Source: an optimization exercise on an open RTL-to-GDS flow (aim: small area, a short achievable clock period and few clock cycles). Production flows keep margins and buffers that such runs may drop.
Only simulation tests tie the RTL to the original design; equivalence was not proved.
No activity file was given, so power comes from the tool's default toggle rates.

Setup of build 12:
// packet_chopper
module packet_chopper
(
    input 					Rst,   
    input 					Clk,   
    output 					InBus_Rdy,   
    input 					InBus_Val,   
    input 					InBus_Sop,   
    input 					InBus_Eop,   
    input [7:0]				InBus_Mod,   
    input [63:0]			InBus_Dat,   
    output 					OutBus_Val,   
    output 					OutBus_Sop,   
    output 					OutBus_Eop,   
    output [3:0]			OutBus_Mod,   
    output [63:0]			OutBus_Dat,   
    output [15:0] 			OutBus_PktLen,   
    output [7:0] 			OutBus_PktType,   
    output 					Error				 
    );
export LEC_CHECK = 0
export ABC_AREA = 1
export CAP_MARGIN = 20
export CORE_MARGIN = 2
export CORE_UTILIZATION = 35
export PLACE_DENSITY = 0.55
export SLEW_MARGIN = 20
create_clock -name core_clock -period 10.0 [get_ports {Clk}]
standard.sh (not shown) runs the stock make flow with config.mk's settings and CLKGATE_MAP_FILE= SYNTH_SCRIPT=/design/flow/synth_recipe.tcl, a recipe that flattens the netlist after the stock synthesis.
==> flow/flow/run.sh <==
#!/bin/bash
# The standard layout with these changes:
#  - the port buffers are buf_1 cells rather than the delay buffers
#    buffer_ports picks by default.
# Each make run's full output goes to its own log file here.
set -euo pipefail
B="BUFFER_PORTS_ARGS=-buffer_cell sky130_fd_sc_hd__buf_1"
bash standard.sh SETUP_SLACK_MARGIN=6.5 "$B" cts > make_cts.log 2>&1
bash standard.sh SETUP_SLACK_MARGIN=0 "$B" finish > make_finish.log 2>&1
Testbench counts of build 12, summed over its fixed seeds: cycles 9,508.
### build 12 -> build 7
Settings: CORE_UTILIZATION changed from 35 to 45; PLACE_DENSITY changed from 0.55 to 0.65.
-- flow/flow/run.sh --
<<< build 12, line 8
bash standard.sh SETUP_SLACK_MARGIN=6.5 "$B" cts > make_cts.log 2>&1
>>> build 7, line 8
bash standard.sh SETUP_SLACK_MARGIN=6 "$B" cts > make_cts.log 2>&1
## What came out
Summary of build 7 over build 12: number of antenna violations at the first check in global routing went down; global-route usage went up by 4.6 points; cell depth of the worst flop-to-flop path up 2; number of diodes has remained practically unchanged.
Total power draw went down by a few percent going from build 12 to build 7.
Of build 12 and build 7, build 12 shows the higher share of final-layout standard cells stronger than drive strength 1, with build 7 below it.
Looking at number of DRC violations after detailed-routing iteration 0, build 7 sits about 2.2% lower than build 12 does.
Compared to build 12, build 7 has met3 global-route usage 0.19 points lower.
The inputs of build 79 differ from those of build 7 as listed below.
Settings: a change of PLACE_DENSITY from 0.65 to 0.72; a change of CORE_UTILIZATION from 45 to 55.
-- flow/flow/run.sh --
<<< build 7, line 8
bash standard.sh SETUP_SLACK_MARGIN=6 "$B" cts > make_cts.log 2>&1
>>> build 79, line 8
bash standard.sh SETUP_SLACK_MARGIN=6.5 "$B" cts > make_cts.log 2>&1
Build 79 ended up with a lower minimum period implied by the final worst setup slack than build 7 did. Looking at start point of the critical path, the out_packet_inst.s[0]$_SDFFE_PP1N_ result is from build 79; the out_packet_inst.a[1]$_SDFFE_PP1P_ one comes from build 7. Compared with build 7, in build 79 required arrival time at the worst endpoint lost 0.03 ns; met1 routed wirelength after detailed routing lost about 7%; routed wire length lost about 1.2%; synthesized area per cell now sits at about the same level; number of pins with negative max-slew slack in the final report comparable.
> inputs changed (build 79 -> build 61)
Settings: changing CORE_UTILIZATION from 55 to 45; changing PLACE_DENSITY from 0.72 to 0.65.
-- flow/flow/run.sh --
<<< build 79, line 8
bash standard.sh SETUP_SLACK_MARGIN=6.5 "$B" cts > make_cts.log 2>&1
>>> build 61, line 8
bash standard.sh SETUP_SLACK_MARGIN=7 TNS_END_PERCENT=0 "$B" cts > make_cts.log 2>&1
## What came out
Build 61: PASS, flow complete, no timing, DRC or antenna violations. Build 61 vs build 79: worst path setup slack after routing up in build 61. Against build 79, number of instances resized during post-cts repair in build 61 fell by more than a quarter. Compared build 61 against build 79; worst hold slack within noise. Summary of the comparison: worst slack at placement is higher in build 61, relative to build 79. Compared with build 79, in build 61 clock slew seen by the registers of the worst setup and hold paths did not really move; power went up; number of flops mapped to enable cells by yosys did not really move; post-detailed-routing wire length went up; slew at the pin closest to its max-slew limit went up.


run A:
Starting RTL as in the previous note.
clock: 10.0 ns
lec_check: 0
abc_area: 1
cap_margin: 20
core_margin: 2
core_utilization: 45
place_density: 0.65
slew_margin: 20
==> flow/flow/run.sh <==
#!/bin/bash
# The standard layout with these changes:
#  - the port buffers are buf_1 cells rather than the delay buffers
#    buffer_ports picks by default.
# Each make run's full output goes to its own log file here.
set -euo pipefail
B="BUFFER_PORTS_ARGS=-buffer_cell sky130_fd_sc_hd__buf_1"
bash standard.sh SETUP_SLACK_MARGIN=7 "$B" cts > make_cts.log 2>&1
bash standard.sh SETUP_SLACK_MARGIN=0 "$B" finish > make_finish.log 2>&1
Testbench counts of run A, summed over its fixed seeds: cycles 9,508.
#### Input delta (run B over run A)
==> flow/flow/run.sh <==
#!/bin/bash
# The standard layout with these changes:
#  - the port buffers are buf_1 cells rather than the delay buffers
#    buffer_ports picks by default.
# Each make run's full output goes to its own log file here.
set -euo pipefail
B="BUFFER_PORTS_ARGS=-buffer_cell sky130_fd_sc_hd__buf_1"
bash standard.sh SETUP_SLACK_MARGIN=6.5 "$B" cts > make_cts.log 2>&1
bash standard.sh SETUP_SLACK_MARGIN=0 "$B" finish > make_finish.log 2>&1
## What came out
Compared with run A, run B shows a lower routed wire length.
The inverter count of the layout excluding clock inverters number comes out higher for run A vs run B.
The run showing the greater period utilization is run A.
On global-route usage, the higher figure sits with run A, not run B.
Looking at the reports, run B completed the entire flow and the layout it produced met the timing, design-rule and antenna checks.
Against run A, run B reports a setup slack that is higher.
Edits applied to the flow inputs when going from run B to run C:
==> flow/flow/run.sh <==
#!/bin/bash
set -euo pipefail
bash standard.sh SETUP_SLACK_MARGIN=6.5 "BUFFER_PORTS_ARGS=-buffer_cell sky130_fd_sc_hd__buf_1" finish > make.log 2>&1
==> comparison <==
- Compared with run B, in run C cell area reported after detailed placement closely matched the old numbers; wire length increased by 2.2% relative to the old numbers; worst slew margin relative to its limit increased by 0.24 points relative to the old numbers; number of cells on the critical path decreased by 2 relative to the old numbers; overall via count from detail_route increased by 193 relative to the old numbers.
- On average wire per cell in the routed design, the higher figure sits with run C, not run B.
- Number of standard cells in the final layout excluding fillers on run C is up relative to run B.
- Run C has switching power of the nets above what run B had.
- Run C vs run B, share of the clock period used by the worst path after layout went up by 0.93 points.
- From run B to run C the numbers moved as follows: area of all sequential standard cells level; transition at the pin with the smallest max-transition slack moved down.

-- afterwards: timing with drivers on the ports --
No port has a modelled driver above. Below, the same layouts with a new extraction and two added sets of constraints. Step 1, drivers: a clkbuf_16 drives Clk and a buf_2 each remaining input, both assumed. Step 2 also shifts input and output timing later by t, the mid clock arrival at the registers, as if the neighbouring blocks saw the same clock. Three values: ideal, step 1, step 2; two values: the first two.
| run | t, ns | setup WS [ns] | cell pins on the clock port's net |
|---|---|---|---|
| build 12 | 0.609 | 6.245 / 6.245 / 5.898 | 1 |
| build 7 | 0.603 | 5.955 / 5.955 / 5.408 | 1 |
| build 79 | 0.575 | 6.059 / 6.059 / 5.890 | 1 |
| build 61 | 0.603 | 6.146 / 6.146 / 5.625 | 1 |
| run A | 0.603 | 6.171 / 6.171 / 5.991 | 1 |
| run B | 0.607 | 6.246 / 6.246 / 5.801 | 1 |
| run C | 0.603 | 6.154 / 6.154 / 5.999 | 1 |
After both steps every run listed still meets setup and hold. For build 7, which loses most, drivers alone change the setup slack by 0.000 ns; drivers and shift together by -0.547 ns.
